Context: an optimization exercise on an open-source flow, tuned for small area, a short achievable clock period and few clock cycles per item. The choices shown serve that exercise and are no tape-out recipe.
At most, simulation tests tie the RTL to the original design; equivalence was not proved.

## run 1
Design mandel_engine, start of the top module:
module mandel_engine (
    input             clk,
    input             reset,      
    input             start,      
    input  [31:0]     x,          
    input  [31:0]     y,          
    input  [20:0]     delta,      
    output            busy,       
    output reg        wr_en,      
    output reg [8:0]  wr_addr,    
    output reg [15:0] wr_data     
);
reg        running;       
reg        idle;          
reg        ini;           
reg [31:0] gc;            
reg [31:0] gdn;           
reg [20:0] dr;            
reg [8:0]  gw;            
reg        gv;            
assign busy = running;
wire       row_end = (gw[3:0] == 4'd15);
wire       dir     = gw[4];
wire [8:0] gwa     = {gw[8:4], dir ? ~gw[3:0] : gw[3:0]};
reg [30:0] ra, rb;        
reg        sa, sb;        
reg [31:0] dab;           
reg [31:0] c0, d0;        
reg [7:0]  k0;            
reg        e0;            
  ...
Size: ~6800 cells after synthesis, ~73000 um2 of cells after synthesis.
clock: 20.0 ns
lec_check: 0
cap_margin: 20
core_margin: 2
core_utilization: 50
cts_cluster_diameter: 100
cts_cluster_size: 25
slew_margin: 20
synth_hierarchical: 1
synth_minimum_keep_size: 0
standard.sh (not shown) runs the stock make flow with config.mk's settings and CLKGATE_MAP_FILE= SYNTH_SCRIPT=/design/flow/synth_recipe.tcl, a recipe that flattens the netlist after the stock synthesis.
==> flow/flow/run.sh <==
#!/bin/bash
# Standard ORFS layout, with two changes to how it is made (the SDC, the
# period and the constraints are the standard flow's, unchanged):
#  - timing repair is asked to leave MARGIN ns of setup slack, so it
#    optimises the paths as if the clock were faster than the 20 ns it is
#    signed off at;
#  - the port buffers that the standard flow inserts on every input and
#    output are plain buf cells (buffer_ports -buffer_cell).
# Each make run writes its full output to its own log here; ORFS keeps the
# per-step logs under orfs/logs.
set -euo pipefail
MARGIN=${MARGIN:-15}
PORTBUF=${PORTBUF:-sky130_fd_sc_hd__buf_1}
bash standard.sh synth > synth.log 2>&1
bash standard.sh SETUP_SLACK_MARGIN=$MARGIN "BUFFER_PORTS_ARGS=-buffer_cell $PORTBUF" finish > layout.log 2>&1
Testbench counts of run 1, summed over its fixed seeds: cycles 4,261,994, pixels 98,304.
Edits applied to the flow inputs when going from run 1 to run 2:
--- a/flow/design.v
+++ b/flow/design.v
@@ -7662,12 +7662,13 @@
 reg [31:0] gc;            
 reg [31:0] gdn;           
 reg [20:0] dr;            
 reg [8:0]  gw;            
 reg        gv;            
 assign busy = running;
+wire [31:0] sum_c;       
 wire       row_end = (gw[3:0] == 4'd15);
 wire       dir     = gw[4];
 wire [8:0] gwa     = {gw[8:4], dir ? ~gw[3:0] : gw[3:0]};
 reg [30:0] ra, rb;        
 reg        sa, sb;        
 reg [31:0] dab;           
@@ -7698,50 +7699,52 @@
 me_sq   sqa (.r(ra), .X(txa), .Y(tya));
 me_sqc  sqb (.r(rb), .X(txb), .Y(tyb));            
 me_mulc mab (.r(ra), .D(dab), .X(txab), .Y(tyab));   
 wire tca  = (txa[1] & tya[1])   | ((txa[1] | tya[1])   & txa[0] & tya[0]);
 wire tcb  = (~txb[1] & ~tyb[1])   | ((~txb[1] | ~tyb[1])   & ~txb[0] & ~tyb[0]);
 wire tcab = (~txab[1] & ~tyab[1]) | ((~txab[1] | ~tyab[1]) & ~txab[0] & ~tyab[0]);
-wire fin  = act0 & f0;                        
+wire big_a = (ra >= 31'h10100000) & (ra < 31'h2D000000);
+wire big_b = (rb >= 31'h10100000) & (rb < 31'h2D000000);
+wire ee   = act0 & ~f0 & (big_a | big_b);     
+wire fin  = (act0 & f0) | ee;                 
 wire last = (pi0 == 2'd3);
 wire take = (~act0 | (fin & last)) & gv;      
 wire nw   = fin | take;                       
 wire inword = act0 & ~last;
-wire [7:0] kk = k0;
+wire [7:0] k0p1 = k0 + 8'd1;
+wire [7:0] kk = f0 ? k0 : k0p1;
 wire [3:0] pm = (kk > 8'd133) ? 4'd15 : (
                 (kk > 8'd96)  ? 4'd14 : (
                 (kk > 8'd69)  ? 4'd13 : (
                 (kk > 8'd50)  ? 4'd12 : (
                 (kk > 8'd36)  ? 4'd11 : (
                 (kk > 8'd26)  ? 4'd10 : (
                 (kk > 8'd19)  ? 4'd9  : (
                 (kk > 8'd13)  ? 4'd8  : (
                 (kk > 8'd10)  ? 4'd7  : (
                 (kk >= 8'd7)  ? 4'd6  : (
                 (kk >= 8'd5)  ? 4'd5  : kk[3:0] ))))))))));
-wire [3:0] pix = e0 ? pm : 4'd0;
-wire [31:0] c0dr;
-me_addbk21 addc (.a(c0), .b(dr), .ci(1'b0), .s(c0dr));
+wire [3:0] pix = (f0 & ~e0) ? 4'd0 : pm;
 wire [63:0] st = {sa, ra, sb, rb};
 wire cmp_en = (k0[7:3] != 5'd0) & ~nw;
 wire save   = (k0[2:0] == 3'd7);
 always @(posedge clk) begin
     xa   <= txa[33:2];  ya   <= tya[33:2];  ca  <= tca;
     xbn  <= txb[33:2];  ybn  <= tyb[33:2];  cb  <= tcb;
     xabn <= txab[32:2]; yabn <= tyab[32:2]; cab <= tcab;
     z1   <= nw;
     cyc1 <= cmp_en & (st == sv0);
     sv1  <= save ? st : sv0;
     if (nw) begin
-        c1 <= inword ? c0dr : gc;
+        c1 <= inword ? sum_c : gc;
         d1 <= inword ? d0 : gdn;
         k1 <= 8'd0;
     end else begin
         c1 <= c0;
         d1 <= d0;
-        k1 <= k0 + 8'd1;
+        k1 <= k0p1;
     end
     pi1  <= take ? 2'd0 : (fin ? pi0 + 2'd1 : pi0);
     wa1  <= take ? gwa : wa0;
     p31  <= fin ? {p30[7:0], pix} : p30;
     act1 <= reset ? 1'b0 : (take | (act0 & ~(fin & last)));
     wr_en   <= ~reset & fin & last;
@@ -7791,14 +7794,16 @@
     wa0 <= wa1;
     p30 <= p31;
     act0 <= reset ? 1'b0 : act1;
 end
 wire        cneg = ini | dir;
 wire [31:0] cm   = ini ? {6'd0, dr, 5'd0} : {9'd0, dr, 2'd0};
-wire [31:0] gc_n, gd_n;
-me_addbk addgc (.a(gc), .b(cm ^ {32{cneg}}), .ci(cneg), .s(gc_n));
+wire        use_c = fin & inword;
+wire [31:0] gd_n;
+me_addbk addgc (.a(use_c ? c0 : gc), .b(use_c ? {11'd0, dr} : (cm ^ {32{cneg}})),
+                .ci(~use_c & cneg), .s(sum_c));
 wire [31:0] dm   = ini ? {7'd0, dr, 4'd0} : {11'd0, dr};
 me_addbk addgd (.a(gdn), .b(dm ^ {32{ini}}), .ci(ini), .s(gd_n));
 always @(posedge clk) begin
     if (reset) begin
         running <= 1'b0;
         idle    <= 1'b1;
@@ -7827,13 +7832,13 @@
     if (idle) begin
         gc  <= x;
         gdn <= ~y;
         dr  <= delta;
     end else begin
         if (ini || (take && !row_end))
-            gc <= gc_n;
+            gc <= sum_c;
         if (ini || (take && row_end))
             gdn <= gd_n;
         if (ini)
             gw <= 9'd0;
         else if (take)
             gw <= gw + 9'd1;
On die span in y, run 1 and run 2 are basically level.
Run 2 vs run 1, global-route usage went down by 0.72 points.
Re non-clock buffer count: run 2 is 21% up on run 1.
In run 2 the number of non-clock inverters in the layout turned out 20 lower than in run 1.
| post-detailed-route via-to-cell ratio | higher: run 1 |
A uppermost layer routed of met4 is what run 1 shows, while met5 belongs to run 2.
Comparing run 2 against run 1, there is no change at all in final total negative setup slack.
Met3 usage: run 2 vs run 1 down 0.57 points
Die boundary width across run 1 and run 2: no real change.
Taking run 1 as the reference point, the total length of routed wires of run 2 falls by 0.65%.
Compared run 2 against run 1; average cell area after synthesis within noise.
For run 2, only the layout was checked, not whether the RTL still works.

========
== run A ==
mandel_engine, a different RTL version from the one above (not shown whole).
Size in the first run: ~6700 cells after synthesis, ~120 I/O pins, roughly 71000 µm² of cells after synthesis.
clock: 20.0 ns
lec_check: 0
cap_margin: 20
core_margin: 2
core_utilization: 50
cts_cluster_diameter: 100
cts_cluster_size: 25
slew_margin: 20
synth_hierarchical: 1
synth_minimum_keep_size: 0
Scripts as last shown in full above: flow/flow/run.sh
### run A -> run F
--- a/flow/design.v
+++ b/flow/design.v
@@ -6230,30 +6230,31 @@
     output reg        wr_en,      
     output reg [8:0]  wr_addr,    
     output reg [15:0] wr_data     
 );
 reg        running;       
 reg        idle;          
-reg        ini, ini2;     
+reg        ini;           
 reg [31:0] gc;            
 reg [31:0] gdn;           
 reg [20:0] dr;            
 reg [8:0]  gw;            
 reg        gv;            
 assign busy = running;
 wire [31:0] sum_c;       
 wire       row_end = (gw[3:0] == 4'd15);
 wire       dir     = gw[4];
 wire [8:0] gwa     = {gw[8:4], dir ? ~gw[3:0] : gw[3:0]};
 reg [30:0] ra, rb;        
+reg        sa, sb;        
 reg [31:0] dab;           
 reg [31:0] c0, d0;        
 reg [7:0]  k0;            
 reg        e0;            
 reg        f0;            
-reg [62:0] sv0;           
+reg [63:0] sv0;           
 reg [1:0]  pi0;           
 reg [8:0]  wa0;           
 reg [11:0] p30;           
 reg        act0;
 reg [31:0] xan, yan;          
 reg [31:0] xbn, ybn;          
@@ -6261,13 +6262,13 @@
 reg [30:0] xabn, yabn;        
 reg        cab;
 reg        z1;                
 reg        cyc1;
 reg [31:0] c1, d1;
 reg [7:0]  k1;                
-reg [62:0] sv1;
+reg [63:0] sv1;
 reg [1:0]  pi1;
 reg [8:0]  wa1;
 reg [11:0] p31;
 reg        act1;
 wire [33:0] txa, tya, txb, tyb, txab, tyab;
 me_sqc  sqa (.r(ra), .X(txa), .Y(tya));            
@@ -6295,13 +6296,13 @@
                 (kk > 8'd19)  ? 4'd9  : (
                 (kk > 8'd13)  ? 4'd8  : (
                 (kk > 8'd10)  ? 4'd7  : (
                 (kk >= 8'd7)  ? 4'd6  : (
                 (kk >= 8'd5)  ? 4'd5  : kk[3:0] ))))))))));
 wire [3:0] pix = (f0 & ~e0) ? 4'd0 : pm;
-wire [62:0] st = {ra, dab};
+wire [63:0] st = {sa, ra, sb, rb};
 wire cmp_en = (k0[7:3] != 5'd0) & ~nw;
 wire save   = (k0[2:0] == 3'd7);
 always @(posedge clk) begin
     xan  <= txa[33:2];  yan  <= tya[33:2];  ca  <= tca;
     xbn  <= txb[33:2];  ybn  <= tyb[33:2];  cb  <= tcb;
     xabn <= txab[32:2]; yabn <= tyab[32:2]; cab <= tcab;
@@ -6354,56 +6355,53 @@
 me_addp addb (.x(bu), .y(bv), .S(nbn), .P(pnb));     
 wire [31:0] bn = nbn ^ pnb;                        
 wire [30:0] an_abs = an[30:0]  ^ ({31{an[31]}}  & pan[30:0]);
 wire [30:0] bn_abs = nbn[30:0] ^ ({31{nbn[31]}} & pnb[30:0]);    
 wire [31:0] dab_n  = nbn ^ ({32{~an[31]}} & pnb);                
 always @(posedge clk) begin
-    ra  <= an_abs;
-    rb  <= bn_abs;
+    ra  <= an_abs;  sa <= an[31];
+    rb  <= bn_abs;  sb <= bn[31];
     dab <= dab_n;
     c0  <= c1;      d0 <= d1;
     k0  <= k1;
     e0  <= esc;
     f0  <= esc | cyc1 | (k1 == 8'd255);
     sv0 <= sv1;
     pi0 <= pi1;
     wa0 <= wa1;
     p30 <= p31;
     act0 <= reset ? 1'b0 : act1;
 end
-wire        sel_d = ini2 | (row_end & ~ini);
-wire        use_d = ini2 | (take & row_end);
-wire        cneg  = ini | dir;
-wire [31:0] cm    = ini ? {6'd0, dr, 5'd0} : {9'd0, dr, 2'd0};
-wire [31:0] dm    = ini2 ? ~{7'd0, dr, 4'd0} : {11'd0, dr};
-wire [31:0] ad_a  = inword ? c0 : (sel_d ? gdn : gc);
-wire [31:0] ad_b  = inword ? {11'd0, dr} : (sel_d ? dm : (cm ^ {32{cneg}}));
-wire        ad_ci = inword ? 1'b0 : (sel_d ? ini2 : cneg);
-me_addbk addgc (.a(ad_a), .b(ad_b), .ci(ad_ci), .s(sum_c));
+wire        cneg = ini | dir;
+wire [31:0] cm   = ini ? {6'd0, dr, 5'd0} : {9'd0, dr, 2'd0};
+wire        use_c = fin & inword;
+wire [31:0] gd_n;
+me_addbk addgc (.a(use_c ? c0 : gc), .b(use_c ? {11'd0, dr} : (cm ^ {32{cneg}})),
+                .ci(~use_c & cneg), .s(sum_c));
+wire [31:0] dm   = ini ? {7'd0, dr, 4'd0} : {11'd0, dr};
+me_addbk addgd (.a(gdn), .b(dm ^ {32{ini}}), .ci(ini), .s(gd_n));
 always @(posedge clk) begin
     if (reset) begin
         running <= 1'b0;
         idle    <= 1'b1;
         ini     <= 1'b0;
-        ini2    <= 1'b0;
         gv      <= 1'b0;
     end else if (idle) begin
         if (start) begin
             running <= 1'b1;
             idle    <= 1'b0;
             ini     <= 1'b1;
         end
     end else begin
-        ini  <= 1'b0;
-        ini2 <= ini;
-        if (ini2) begin
+        ini <= 1'b0;
+        if (ini) begin
             gv <= 1'b1;
         end else if (take && gw == 9'd511) begin
             gv <= 1'b0;
         end
-        if (!ini && !ini2 && !gv && !act0 && !act1) begin
+        if (!ini && !gv && !act0 && !act1) begin
             running <= 1'b0;
             idle    <= 1'b1;
         end
     end
 end
 always @(posedge clk) begin
@@ -6411,14 +6409,14 @@
         gc  <= x;
         gdn <= ~y;
         dr  <= delta;
     end else begin
         if (ini || (take && !row_end))
             gc <= sum_c;
-        if (use_d)
-            gdn <= sum_c;
+        if (ini || (take && row_end))
+            gdn <= gd_n;
         if (ini)
             gw <= 9'd0;
         else if (take)
             gw <= gw + 9'd1;
     end
 end
==> run summary <==
Run F: all stages complete, timing, DRC and antenna checks passed
The run showing the smaller largest clock skew in the final design is run F.
Re number of cells traversed by the worst hold path: no difference whatsoever between run F and run A.
For the fmax, run F came in 1.2% higher than run A did.
Run F against run A: cell area after layout ~0 delta; count of clock-net buffers in the final layout +about 3.8%; post-layout minimum cycle time -60 ps; area of the placeable core +about 1.5%; worst setup slack +60 ps.
Higher number of flip-flops and latches was reported by run F, not run A.
Compared with run A, run F shows number of instances in the synthesized netlist higher by 86.
Testbench counts of run F, summed over its fixed seeds: cycles 4,210,944, pixels 98,304.
For run A, only the layout was checked, not whether the RTL still works.

==> afterwards: timing with drivers on the ports <==
The flow's constraints put no driver on any port. The routed layouts listed below were extracted and timed again, unchanged, in two steps. Step 1 assumes that a clkbuf_16 drives the clock port and a buf_2 every other input. Step 2 times the ports against the registers' clock, not the clock port: input delays grow and output delays shrink by t, the midpoint of the rising clock arrivals with the driver on. a / b / c = no drivers / after step 1 / after step 2; a / b = the first two.
run | t (ns) | setup WS [ns] | hold slack, ns | slew at the worst register clock pin (ns) | worst slew at a driven data input, ns
run 1 | 0.742 | 14.868 / 14.783 / 14.990 | 0.320 / 0.320 / 0.320 | 0.11 / 0.11 | 0.10
run 2 | 0.719 | 14.865 / 14.790 / 14.968 | 0.288 / 0.288 / 0.288 | 0.11 / 0.11 | 0.08
run A | 0.750 | 14.837 / 14.769 / 14.837 | 0.306 / 0.306 / 0.306 | 0.11 / 0.11 | 0.05
run F | 0.720 | 14.897 / 14.814 / 14.986 | 0.320 / 0.320 / 0.320 | 0.11 / 0.11 | 0.07
After both steps every run listed still meets setup and hold.
